Context: an optimization exercise on an open-source flow, tuned for small area, a short achievable clock period and few clock cycles per item. The choices shown serve that exercise and are no tape-out recipe.
The RTL was checked by simulation tests, not by an equivalence proof against the original design.

==> inputs of try-nickel <==
==> flow/design.v <==
module behave2p_mem
  #(parameter width=8,
    parameter depth=256,
    parameter addr_sz=$clog2(depth),
    parameter reg_rd_addr=1)
  ( 
  d_out,
  wr_en, rd_en, wr_clk, rd_clk, d_in, rd_addr, wr_addr
  );
  input        wr_en, rd_en, wr_clk;
  input        rd_clk;
  input [width-1:0] d_in;
  input [addr_sz-1:0] rd_addr, wr_addr;
  output [width-1:0]  d_out;
  logic [addr_sz-1:0] r_addr;
  reg [width-1:0]   array[0:depth-1];
  always @(posedge wr_clk)
    begin
      if (wr_en)
        begin
          array[wr_addr] <=  d_in;    
        end
    end
  generate if (reg_rd_addr == 1)
    begin : gen_reg_rd
      always @(posedge rd_clk)
        begin
          if (rd_en)
            begin
              r_addr <=  rd_addr;
            end
        end  
    end
  else
    begin : gen_noreg_rd
      assign r_addr = rd_addr;
    end
  endgenerate
  assign d_out = array[r_addr];  
endmodule
module sd_input
  #(parameter width = 8)
  (
   input              clk,
   input              reset,
   input              c_srdy,
   output reg         c_drdy,
   input [width-1:0]  c_data,
   output reg         ip_srdy,
   input              ip_drdy,
   output reg [width-1:0] ip_data
   );
  reg 	  load;
  reg 	  drain;
  reg 	  occupied, nxt_occupied;
  reg [width-1:0] hold, nxt_hold;
  reg 		  nxt_c_drdy;
  always @*
    begin
      nxt_hold = hold;
      nxt_occupied = occupied;
      drain = occupied & ip_drdy;
      load = c_srdy & c_drdy & (!ip_drdy | drain);
      if (occupied)
	ip_data = hold;
      else
	ip_data = c_data;
      ip_srdy = (c_srdy & c_drdy) | occupied;
      if (load)
	begin
	  nxt_hold = c_data;
	  nxt_occupied =  1;
	end
      else if (drain)
	nxt_occupied = 0;
      nxt_c_drdy = (!occupied & !load) | (drain & !load);
    end
  always @(posedge clk)
    begin
      hold <=  nxt_hold;  
      if (reset)
	begin
	  occupied <=  0;
	  c_drdy   <=  0;
	end
      else
	begin
	  occupied <=  nxt_occupied;
	  c_drdy   <=  nxt_c_drdy;
	end  
    end  
endmodule
module sd_output
  #(parameter width = 8)
  (
   input              clk,
   input              reset,
   input              ic_srdy,
   output reg         ic_drdy,
   input [width-1:0]  ic_data,
   output reg         p_srdy,
   input              p_drdy,
   output reg [width-1:0] p_data
   );
    assign ic_drdy = ~p_srdy | p_drdy;
    always @(posedge clk) begin
        if (reset) 
            p_srdy <= 1'b0;
        else if (ic_srdy)
            p_srdy <= 1'b1;
        else if (ic_drdy)
            p_srdy <= 1'b0;
    end
    always @(posedge clk) begin
        if (ic_srdy & ic_drdy)
            p_data <= ic_data;
    end
endmodule  
module sd_iofull
  #(parameter width = 8,
    parameter isinput = 0)
  (
   input              clk,
   input              reset,
   input              c_srdy,
   output             c_drdy,
   input [width-1:0]  c_data,
   output             p_srdy,
   input              p_drdy,
   output [width-1:0] p_data
   );
  wire                i_irdy, i_drdy;
  wire [width-1:0]    i_data;
  wire                i_srdy;
  generate if (isinput == 1)
    begin : input_config
      sd_output #(width) in
        (
         .ic_drdy                           (c_drdy),
         .p_srdy                            (i_srdy),
         .p_data                            (i_data),
         .clk                               (clk),
         .reset                             (reset),
         .ic_srdy                           (c_srdy),
         .ic_data                           (c_data),
         .p_drdy                            (i_drdy));
      sd_input #(width) out
        (
         .c_drdy                            (i_drdy),
         .ip_srdy                           (p_srdy),
         .ip_data                           (p_data),
         .clk                               (clk),
         .reset                             (reset),
         .c_srdy                            (i_srdy),
         .c_data                            (i_data),
         .ip_drdy                           (p_drdy));
    end
  else
    begin : output_config
      sd_input #(width) in
        (
         .c_drdy                            (c_drdy),
         .ip_srdy                           (i_srdy),
         .ip_data                           (i_data),
         .clk                               (clk),
         .reset                             (reset),
         .c_srdy                            (c_srdy),
         .c_data                            (c_data),
         .ip_drdy                           (i_drdy));
      sd_output #(width) out
        (
         .ic_drdy                           (i_drdy),
         .p_srdy                            (p_srdy),
         .p_data                            (p_data),
         .clk                               (clk),
         .reset                             (reset),
         .ic_srdy                           (i_srdy),
         .ic_data                           (i_data),
         .p_drdy                            (p_drdy));
    end  
  endgenerate
endmodule
module sd_fifo_c
  #(parameter width=8, 
    parameter depth=16,
    parameter usz=$clog2(depth+1)
    )
    (
     input       clk,
     input       reset,
     input       c_srdy,
     output      c_drdy,
     input [width-1:0] c_data,
     output logic [usz-1:0]    usage,
     output logic    p_srdy,
     input       p_drdy,
     output  [width-1:0] p_data
     );
  localparam asz = $clog2(depth);
  localparam npt = (depth != (2**asz));
  logic [asz-1:0]           wrptr, nxt_wrptr;
  logic [asz-1:0]           wrptr_p1;
  logic [asz-1:0]           rdptr, nxt_rdptr;
  logic [asz-1:0]           rdptr_p1;
  logic                     full;
  logic [usz-1:0]           nxt_usage;
  logic [width-1:0]         mem [0:depth-1];  
  logic                     wr_en, rd_en;
  logic                     nxt_p_srdy;
  logic [asz-1:0]           r_addr;  
  assign c_drdy = !full;
  always @*
    begin
      if (npt)
        begin
          if (wrptr == (depth-1))  
            wrptr_p1 = 0;
          else
            wrptr_p1 =  wrptr + 1;
        end
      else
        wrptr_p1 = wrptr + 1;
      full = (usage == (depth));
      if (c_srdy & !full)
        nxt_wrptr = wrptr_p1;
      else
        nxt_wrptr = wrptr;
      wr_en = (c_srdy & !full);
    end
  always @*
    begin
      if (npt)
        begin
          if (rdptr == (depth-1))  
            rdptr_p1 = 0;
          else
            rdptr_p1 =  rdptr + 1;
        end
      else
        rdptr_p1 = rdptr + 1;
      if (p_drdy & p_srdy)
        nxt_rdptr = rdptr_p1;
      else
        nxt_rdptr = rdptr;
      nxt_p_srdy = (p_srdy & ~p_drdy) | (~p_srdy & (usage > 0)) | (p_srdy & p_drdy & (usage > 1));
      rd_en = (p_srdy & p_drdy);
    end  
  always @*
    begin
      if (wr_en & !rd_en)
        nxt_usage = usage + 1;
      else if (rd_en & !wr_en)
        nxt_usage = usage - 1;
      else
        nxt_usage = usage;
    end
  always @(posedge clk)
    begin
      if (reset)
        begin
          p_srdy  <=  0;
        end
      else
        begin
          p_srdy <=  nxt_p_srdy;
        end  
    end  
  always @(posedge clk)
    begin
      if (reset)
        begin
          wrptr <=  0;
          rdptr <=  0;
          usage <=  0;
        end
      else
        begin
          wrptr <=  nxt_wrptr;
          rdptr <=  nxt_rdptr;
          usage <=  nxt_usage;
        end
   end  
  behave2p_mem #(.width (width),
                 .depth (depth),
                 .addr_sz (asz),
                 .reg_rd_addr (0))
  mem2p
  (
   .wr_en (wr_en),
   .rd_en  (1'b1),
   .wr_clk (clk),
   .rd_clk (1'b0),
   .d_in   (c_data),
   .wr_addr (wrptr),
   .rd_addr (rdptr),
   .d_out   (p_data));
endmodule
module sd_crossbar
  #(parameter inputs=4,
    parameter outputs=4,
    parameter asz=$clog2(outputs),
    parameter width=8,
    parameter ipipe=0)
  (
   input                                 clk,
   input                                 reset,
   input [inputs-1:0]                    in_srdy,
   output logic [inputs-1:0]             in_drdy,
   input [inputs-1:0][asz-1:0]           in_addr,
   input [inputs-1:0][width-1:0]         in_data,
   output logic [outputs-1:0]            out_srdy,
   input logic [outputs-1:0]             out_drdy,
   output logic [outputs-1:0][width-1:0] out_data,
   output                                int_oflow
   );
  genvar                           x, y;
  integer                          i;
  logic [outputs-1:0][width-1:0]   xbarout;
  logic [outputs-1:0]              xbarvld;
  logic [outputs-1:0][width-1:0]   r_xbarout;
  logic [outputs-1:0]              r_xbarvld;
  logic [outputs-1:0]              a_vld, b_vld;
  logic [outputs-1:0][width-1:0]   a_buf, b_buf;
  logic [outputs-1:0][inputs-1:0]  selected;
  logic [inputs-1:0]               rin_srdy;
  logic [inputs-1:0]               rin_drdy;
  logic [inputs-1:0][asz-1:0]      rin_addr;
  logic [inputs-1:0][width-1:0]    rin_data;
  logic [outputs-1:0]              out_accept;
  logic [outputs-1:0]              oflow_check;
  assign int_oflow = |oflow_check;
  function [inputs-1:0] nxt_grant;
    input [inputs-1:0] cur_grant;
    input [inputs-1:0] cur_req;
    reg [inputs-1:0]   msk_req;
    reg [inputs-1:0]   tmp_grant;
    begin
      msk_req = cur_req & ~((cur_grant - 1) | cur_grant);
      tmp_grant = msk_req & (~msk_req + 1);
      if (msk_req != 0)
        nxt_grant = tmp_grant;
      else
        nxt_grant = cur_req & (~cur_req + 1);
    end
  endfunction  
  generate
    for (y=0; y<inputs; y++)
      begin : in_hold
        sd_iofull #(.width(width+asz), .isinput(1)) reg_input
           (.clk (clk),
            .reset (reset),
            .c_srdy (in_srdy[y]),
            .c_drdy (in_drdy[y]),
            .c_data ({in_addr[y],in_data[y]}),
            .p_srdy (rin_srdy[y]),
            .p_drdy (rin_drdy[y]),
            .p_data ({rin_addr[y],rin_data[y]}));
      end  
  endgenerate
  generate
    for (y=0; y<outputs; y++)
      begin : out_bus
        logic [inputs-1:0] requests;
        logic [inputs-1:0]  grant;
        logic [inputs-1:0]  grantarb;
        logic               valid_req;
        always @(posedge clk)
          begin
            if (reset)
              grant <= {inputs{1'b0}};
            else
              grant <= grantarb;
          end
        always @*
          begin
            requests = 0;
            for (i=0; i<inputs;i=i+1)
              requests[i] = rin_srdy[i] & (rin_addr[i] == y);
            grantarb = nxt_grant(grant, requests);
            valid_req = |(rin_srdy & grantarb);
            selected[y] = grantarb;
          end
        always @*
          begin
            xbarout[y] = {width{1'b0}};
            for (i=0; i<inputs; i=i+1)
              begin
                xbarout[y] = xbarout[y] | ({width{grantarb[i]}} & rin_data[i]);
              end
            xbarvld[y] = valid_req && out_accept[y];
          end  
        logic [$clog2(3+ipipe)-1:0] usage;
        logic       oflow_drdy;
        assign out_accept[y] = (usage < 2);
        assign oflow_check[y] = ~oflow_drdy & r_xbarvld[y];
        sd_fifo_c #(.width(width), .depth(2+ipipe)) twoslot
          (
           .usage                       (usage),
           .clk                         (clk),
           .reset                       (reset),
           .c_drdy                      (oflow_drdy),
           .c_srdy                      (r_xbarvld[y]),
           .c_data                      (r_xbarout[y]),
           .p_srdy                      (out_srdy[y]),
           .p_data                      (out_data[y]),
           .p_drdy                      (out_drdy[y]));
      end
  endgenerate
  generate
    if (ipipe > 1)
      begin : multi_pipeline
        logic [ipipe-1:0][outputs-1:0][width-1:0] xbdata;
        logic [ipipe-1:0][outputs-1:0]            xbvld;
        integer                                   p;
        always @(posedge clk)
          begin
            for (p=0; p<(ipipe-1); p=p+1)
              begin
                xbdata[p] <= xbdata[p+1];
                xbvld[p]  <= xbvld[p+1];
              end
            xbdata[ipipe-1] <= xbarout;
            xbvld[ipipe-1]  <= xbarvld;
          end
        assign r_xbarout = xbdata[0];
        assign r_xbarvld = xbvld[0];
      end
    else if (ipipe == 1)
      begin : internal_pipeline
        always @(posedge clk)
          begin
            r_xbarout <= xbarout;
            r_xbarvld <= xbarvld;
          end
      end
    else
      begin : no_pipeline
        assign r_xbarout = xbarout;
        assign r_xbarvld = xbarvld;
      end
  endgenerate
  integer d, dd;
  always @*
    begin
      rin_drdy = 0;
      for (d=0; d<inputs; d=d+1)
        begin
          rin_drdy[d] = 0;
          for (dd=0; dd<outputs; dd=dd+1)
            if (selected[dd][d] & out_accept[dd])
              rin_drdy[d] = 1;
        end
    end  
endmodule  
module sd_crossbar_top
  (
   input          clk,
   input          reset,
   input  [7:0]   in_srdy,
   output [7:0]   in_drdy,
   input  [23:0]  in_addr,    
   input  [255:0] in_data,    
   output [7:0]   out_srdy,
   input  [7:0]   out_drdy,
   output [255:0] out_data,   
   output         int_oflow
   );
  sd_crossbar #(.inputs(8), .outputs(8), .width(32), .ipipe(0)) xbar
    (
     .clk       (clk),
     .reset     (reset),
     .in_srdy   (in_srdy),
     .in_drdy   (in_drdy),
     .in_addr   (in_addr),
     .in_data   (in_data),
     .out_srdy  (out_srdy),
     .out_drdy  (out_drdy),
     .out_data  (out_data),
     .int_oflow (int_oflow));
endmodule
==> flow/run.sh <==
#!/bin/bash
# synth_recipe.tcl (not shown) runs the flow's synth.tcl, then flattens the netlist and writes it again
# the make line also repeats each setting of config.mk as NAME=value (left out here)
make -C /OpenROAD-flow-scripts/flow DESIGN_CONFIG=/design/flow/config.mk WORK_HOME=/design/flow/orfs CLKGATE_MAP_FILE= SYNTH_SCRIPT=/design/flow/synth_recipe.tcl finish
==> flow/config.mk <==
export PLATFORM = sky130hd
export DESIGN_NAME = sd_crossbar_top
export DESIGN_NICKNAME = sd_crossbar_top
export VERILOG_FILES = /design/flow/design.v
export SDC_FILE = /design/flow/constraint.sdc
export NUM_CORES = 4
export LEC_CHECK = 0
export CAP_MARGIN = 20
export CORE_MARGIN = 2
export CORE_UTILIZATION = 40
export SLEW_MARGIN = 20
==> flow/constraint.sdc <==
create_clock -name core_clock -period 5.5 [get_ports {clk}]
set_input_delay 1.1000 -clock core_clock [delete_from_list [all_inputs] [get_ports {clk}]]
set_output_delay 1.1000 -clock core_clock [all_outputs]
set_load 0.01 [all_outputs]
==> inputs of try-tundra, as changes to try-nickel <==
==> flow/design.v, changed modules only <==
module sd_crossbar_top
  (
   input          clk,
   input          reset,
   input  [7:0]   in_srdy,
   output [7:0]   in_drdy,
   input  [23:0]  in_addr,    
   input  [255:0] in_data,    
   output [7:0]   out_srdy,
   input  [7:0]   out_drdy,
   output [255:0] out_data,   
   output         int_oflow
   );
  integer i, o;
  reg [7:0]     idle;         
  reg [7:0]     ra [0:7];     
  reg [31:0]    rd [0:7];
  reg [7:0]     ov;
  reg [31:0]    od [0:7];
  reg [7:0]     pri;          
  reg           oflow;
  reg [7:0]     req  [0:7];
  reg [7:0]     win  [0:7];
  reg [7:0]     hit;
  reg [7:0]     load;
  reg [7:0]     moved;
  reg [7:0]     rv;
  reg [31:0]    xbar [0:7];
  assign in_drdy   = idle;
  assign out_srdy  = ov;
  assign int_oflow = oflow;
  genvar g;
  generate
    for (g = 0; g < 8; g = g + 1)
      begin : outs
        assign out_data[32*g +: 32] = od[g];
      end
  endgenerate
  function [7:0] first;
    input [7:0] x;
    integer k;
    reg     seen;
    begin
      seen = 1'b0;
      for (k = 0; k < 8; k = k + 1)
        begin
          first[k] = x[k] & ~seen;
          seen = seen | x[k];
        end
    end
  endfunction
  always @*
    begin
      moved = 8'b0;
      for (i = 0; i < 8; i = i + 1)
        rv[i] = |ra[i];
      for (o = 0; o < 8; o = o + 1)
        begin
          for (i = 0; i < 8; i = i + 1)
            req[o][i] = ra[i][o];
          hit = req[o] & pri;
          if (hit != 8'b0)
            win[o] = first(hit);
          else
            win[o] = first(req[o]);
          load[o] = ~ov[o] | out_drdy[o];
          xbar[o] = {32{~load[o]}} & od[o];
          for (i = 0; i < 8; i = i + 1)
            xbar[o] = xbar[o] | ({32{win[o][i] & load[o]}} & rd[i]);
          moved = moved | ({8{load[o]}} & win[o]);
        end
    end
  always @(posedge clk)
    begin
      for (o = 0; o < 8; o = o + 1)
        od[o] <= xbar[o];
      for (i = 0; i < 8; i = i + 1)
        if (idle[i] | moved[i])
          rd[i] <= in_data[32*i +: 32];
      if (reset)
        begin
          ov    <= 8'b0;
          idle  <= 8'hff;
          pri   <= 8'hff;
          oflow <= 1'b0;
          for (i = 0; i < 8; i = i + 1)
            ra[i] <= 8'b0;
        end
      else
        begin
          for (o = 0; o < 8; o = o + 1)
            ov[o] <= (load[o] & (req[o] != 8'b0)) | (ov[o] & ~out_drdy[o]);
          oflow <= 1'b0;    
          pri   <= pri[6] ? {pri[6:0], 1'b0} : 8'hff;
          for (i = 0; i < 8; i = i + 1)
            if (!idle[i])
              begin
                if (moved[i])
                  begin
                    ra[i]   <= in_srdy[i] ? (8'b1 << in_addr[3*i +: 3]) : 8'b0;
                    idle[i] <= 1'b1;
                  end
              end
            else
              begin
                ra[i]   <= (in_srdy[i] & ~moved[i]) ? (8'b1 << in_addr[3*i +: 3]) : 8'b0;
                idle[i] <= ~(in_srdy[i] & ~moved[i]);
              end
        end
    end
endmodule
==> flow/flow/run.sh (new file) <==
#!/bin/bash
# The standard layout, with plain buf_1 cells as the port buffers (the
# placer's default pick is the larger, slower clkdlybuf4s50_1).  Timing
# repair still resizes any of them that sit on a critical path.
set -euo pipefail
export BUFFER_PORTS_ARGS="-buffer_cell sky130_fd_sc_hd__buf_1"
bash standard.sh > standard.log 2>&1
==> flow/standard.sh (new file) <==
#!/bin/bash
# synth_recipe.tcl (not shown) runs the flow's synth.tcl, then flattens the netlist and writes it again
# the make line also repeats each setting of config.mk as NAME=value (left out here)
make -C /OpenROAD-flow-scripts/flow DESIGN_CONFIG=/design/flow/config.mk WORK_HOME=/design/flow/orfs CLKGATE_MAP_FILE= SYNTH_SCRIPT=/design/flow/synth_recipe.tcl "${@:-finish}"
--- a/flow/config.mk
+++ b/flow/config.mk
@@ -8,4 +8,6 @@
 export CAP_MARGIN = 20
 export CORE_MARGIN = 2
-export CORE_UTILIZATION = 40
+export CORE_UTILIZATION = 35
+export PLACE_DENSITY = 0.55
+export SETUP_SLACK_MARGIN = 2.5
 export SLEW_MARGIN = 20
removed: flow/run.sh
==> inputs of try-juniper, as changes to try-nickel <==
==> flow/design.v, changed modules only <==
module sd_crossbar_top
  (
   input          clk,
   input          reset,
   input  [7:0]   in_srdy,
   output [7:0]   in_drdy,
   input  [23:0]  in_addr,    
   input  [255:0] in_data,    
   output [7:0]   out_srdy,
   input  [7:0]   out_drdy,
   output [255:0] out_data,   
   output         int_oflow
   );
  integer i, o;
  reg [7:0]     idle;         
  reg [7:0]     ra [0:7];     
  reg [31:0]    rd [0:7];
  reg [7:0]     ov;
  reg [31:0]    od [0:7];
  reg [7:0]     pri;          
  reg           oflow;
  reg [7:0]     req  [0:7];
  reg [7:0]     win  [0:7];
  reg [7:0]     hit;
  reg [7:0]     load;
  reg [7:0]     moved;
  reg [7:0]     rv;
  reg [31:0]    xbar [0:7];
  assign in_drdy   = idle;
  assign out_srdy  = ov;
  assign int_oflow = oflow;
  genvar g;
  generate
    for (g = 0; g < 8; g = g + 1)
      begin : outs
        assign out_data[32*g +: 32] = od[g];
      end
  endgenerate
  function [7:0] first;
    input [7:0] x;
    integer k;
    reg     seen;
    begin
      seen = 1'b0;
      for (k = 0; k < 8; k = k + 1)
        begin
          first[k] = x[k] & ~seen;
          seen = seen | x[k];
        end
    end
  endfunction
  always @*
    begin
      moved = 8'b0;
      for (i = 0; i < 8; i = i + 1)
        rv[i] = |ra[i];
      for (o = 0; o < 8; o = o + 1)
        begin
          for (i = 0; i < 8; i = i + 1)
            req[o][i] = ra[i][o];
          hit = req[o] & pri;
          if (hit != 8'b0)
            win[o] = first(hit);
          else
            win[o] = first(req[o]);
          load[o] = ~ov[o] | out_drdy[o];
          xbar[o] = {32{~load[o]}} & od[o];
          for (i = 0; i < 8; i = i + 1)
            xbar[o] = xbar[o] | ({32{win[o][i] & load[o]}} & rd[i]);
          moved = moved | ({8{load[o]}} & win[o]);
        end
    end
  always @(posedge clk)
    begin
      for (o = 0; o < 8; o = o + 1)
        od[o] <= xbar[o];
      for (i = 0; i < 8; i = i + 1)
        if (idle[i] | moved[i])
          rd[i] <= in_data[32*i +: 32];
      if (reset)
        begin
          ov    <= 8'b0;
          idle  <= 8'hff;
          pri   <= 8'hff;
          oflow <= 1'b0;
          for (i = 0; i < 8; i = i + 1)
            ra[i] <= 8'b0;
        end
      else
        begin
          for (o = 0; o < 8; o = o + 1)
            ov[o] <= (load[o] & (req[o] != 8'b0)) | (ov[o] & ~out_drdy[o]);
          oflow <= 1'b0;    
          pri   <= pri[6] ? {pri[6:0], 1'b0} : 8'hff;
          for (i = 0; i < 8; i = i + 1)
            if (!idle[i])
              begin
                if (moved[i])
                  begin
                    ra[i]   <= in_srdy[i] ? (8'b1 << in_addr[3*i +: 3]) : 8'b0;
                    idle[i] <= 1'b1;
                  end
              end
            else
              begin
                ra[i]   <= (in_srdy[i] & ~moved[i]) ? (8'b1 << in_addr[3*i +: 3]) : 8'b0;
                idle[i] <= ~(in_srdy[i] & ~moved[i]);
              end
        end
    end
endmodule
==> flow/flow/run.sh (new file) <==
#!/bin/bash
# The standard layout, with plain buf_1 cells as the port buffers (the
# placer's default pick is the larger, slower clkdlybuf4s50_1).  Timing
# repair still resizes any of them that sit on a critical path.
set -euo pipefail
export BUFFER_PORTS_ARGS="-buffer_cell sky130_fd_sc_hd__buf_1"
bash standard.sh > standard.log 2>&1
==> flow/standard.sh (new file) <==
#!/bin/bash
# synth_recipe.tcl (not shown) runs the flow's synth.tcl, then flattens the netlist and writes it again
# the make line also repeats each setting of config.mk as NAME=value (left out here)
make -C /OpenROAD-flow-scripts/flow DESIGN_CONFIG=/design/flow/config.mk WORK_HOME=/design/flow/orfs CLKGATE_MAP_FILE= SYNTH_SCRIPT=/design/flow/synth_recipe.tcl "${@:-finish}"
--- a/flow/config.mk
+++ b/flow/config.mk
@@ -8,4 +8,6 @@
 export CAP_MARGIN = 20
 export CORE_MARGIN = 2
-export CORE_UTILIZATION = 40
+export CORE_UTILIZATION = 30
+export PLACE_DENSITY = 0.4
+export SETUP_SLACK_MARGIN = 2.5
 export SLEW_MARGIN = 20
removed: flow/run.sh
==> reports/results.ini <==
[outcome]
status=no timing/DRC/antenna violations

[placed_design]
port_buffers=569
dp_cells=4476

[timing]
period_minus_slack_ns=3.01

[final_layout]
sh_seq_area_pct=39.2

[floorplan]
fp.dieH_um=301

[power]
power.density_nw_per_um2=405

The numbers above come from try-tundra.

==> reports/results.ini <==
[placed_design]
port_buffers=570

[power]
power.density_nw_per_um2=387

[final_layout]
sh_seq_area_pct=47.3

[timing]
period_minus_slack_ns=5.19

[outcome]
status=no timing/DRC/antenna violations

[floorplan]
fp.dieH_um=392

The numbers above come from try-nickel.

==> reports/results.ini <==
[synth]
synthCells=3193
synth_top_area_cell=edfxtp_1

[placed_design]
port_buffers=569
dp_cells=4697

[floorplan]
io_pins=571
fp.dieH_um=325

[final_layout]
sh_seq_area_pct=38.7

[outcome]
status=no timing/DRC/antenna violations

The numbers above come from try-juniper.

Testbench counts of try-nickel, summed over its fixed seeds: cycles 2,394, items 8,192.
Testbench counts of try-tundra, summed over its fixed seeds: cycles 1,985, items 8,192.
Testbench counts of try-juniper, summed over its fixed seeds: cycles 1,985, items 8,192.

afterwards: timing with drivers on the ports:
How much do the figures lean on ideal ports? The routed layouts below were timed once more, with nothing changed but the port constraints.
Step 1 (the two cells are an assumption about what drives the block):
set clk [get_ports {clk}]
set_driving_cell -lib_cell sky130_fd_sc_hd__clkbuf_16 $clk
set_driving_cell -lib_cell sky130_fd_sc_hd__buf_2 [delete_from_list [all_inputs] $clk]
Step 2, shift: input delay + t, output delay - t, t = (earliest + latest rising clock arrival at the registers) / 2. This alone moves slack from input paths to output paths.
Three values: ideal ports, drivers, drivers and shift; two values: the first two.
run | t, ns | setup slack, ns | worst hold slack (ns) | worst setup path at the end | cell pins on the clock port's net
try-nickel | 0.855 | 0.315 / 0.233 / 0.743 | 0.446 / 0.446 / 0.446 | register to register | 1
try-tundra | 0.713 | 2.495 / 2.477 / 1.764 | 0.485 / 0.485 / 0.485 | input to register | 1
try-juniper | 0.730 | 2.471 / 2.471 / 1.882 | 0.497 / 0.497 / 0.497 | input to register | 1
After both steps every run listed still meets setup and hold. For try-tundra, which loses most, drivers alone change the setup slack by -0.018 ns; drivers and shift together by -0.731 ns.
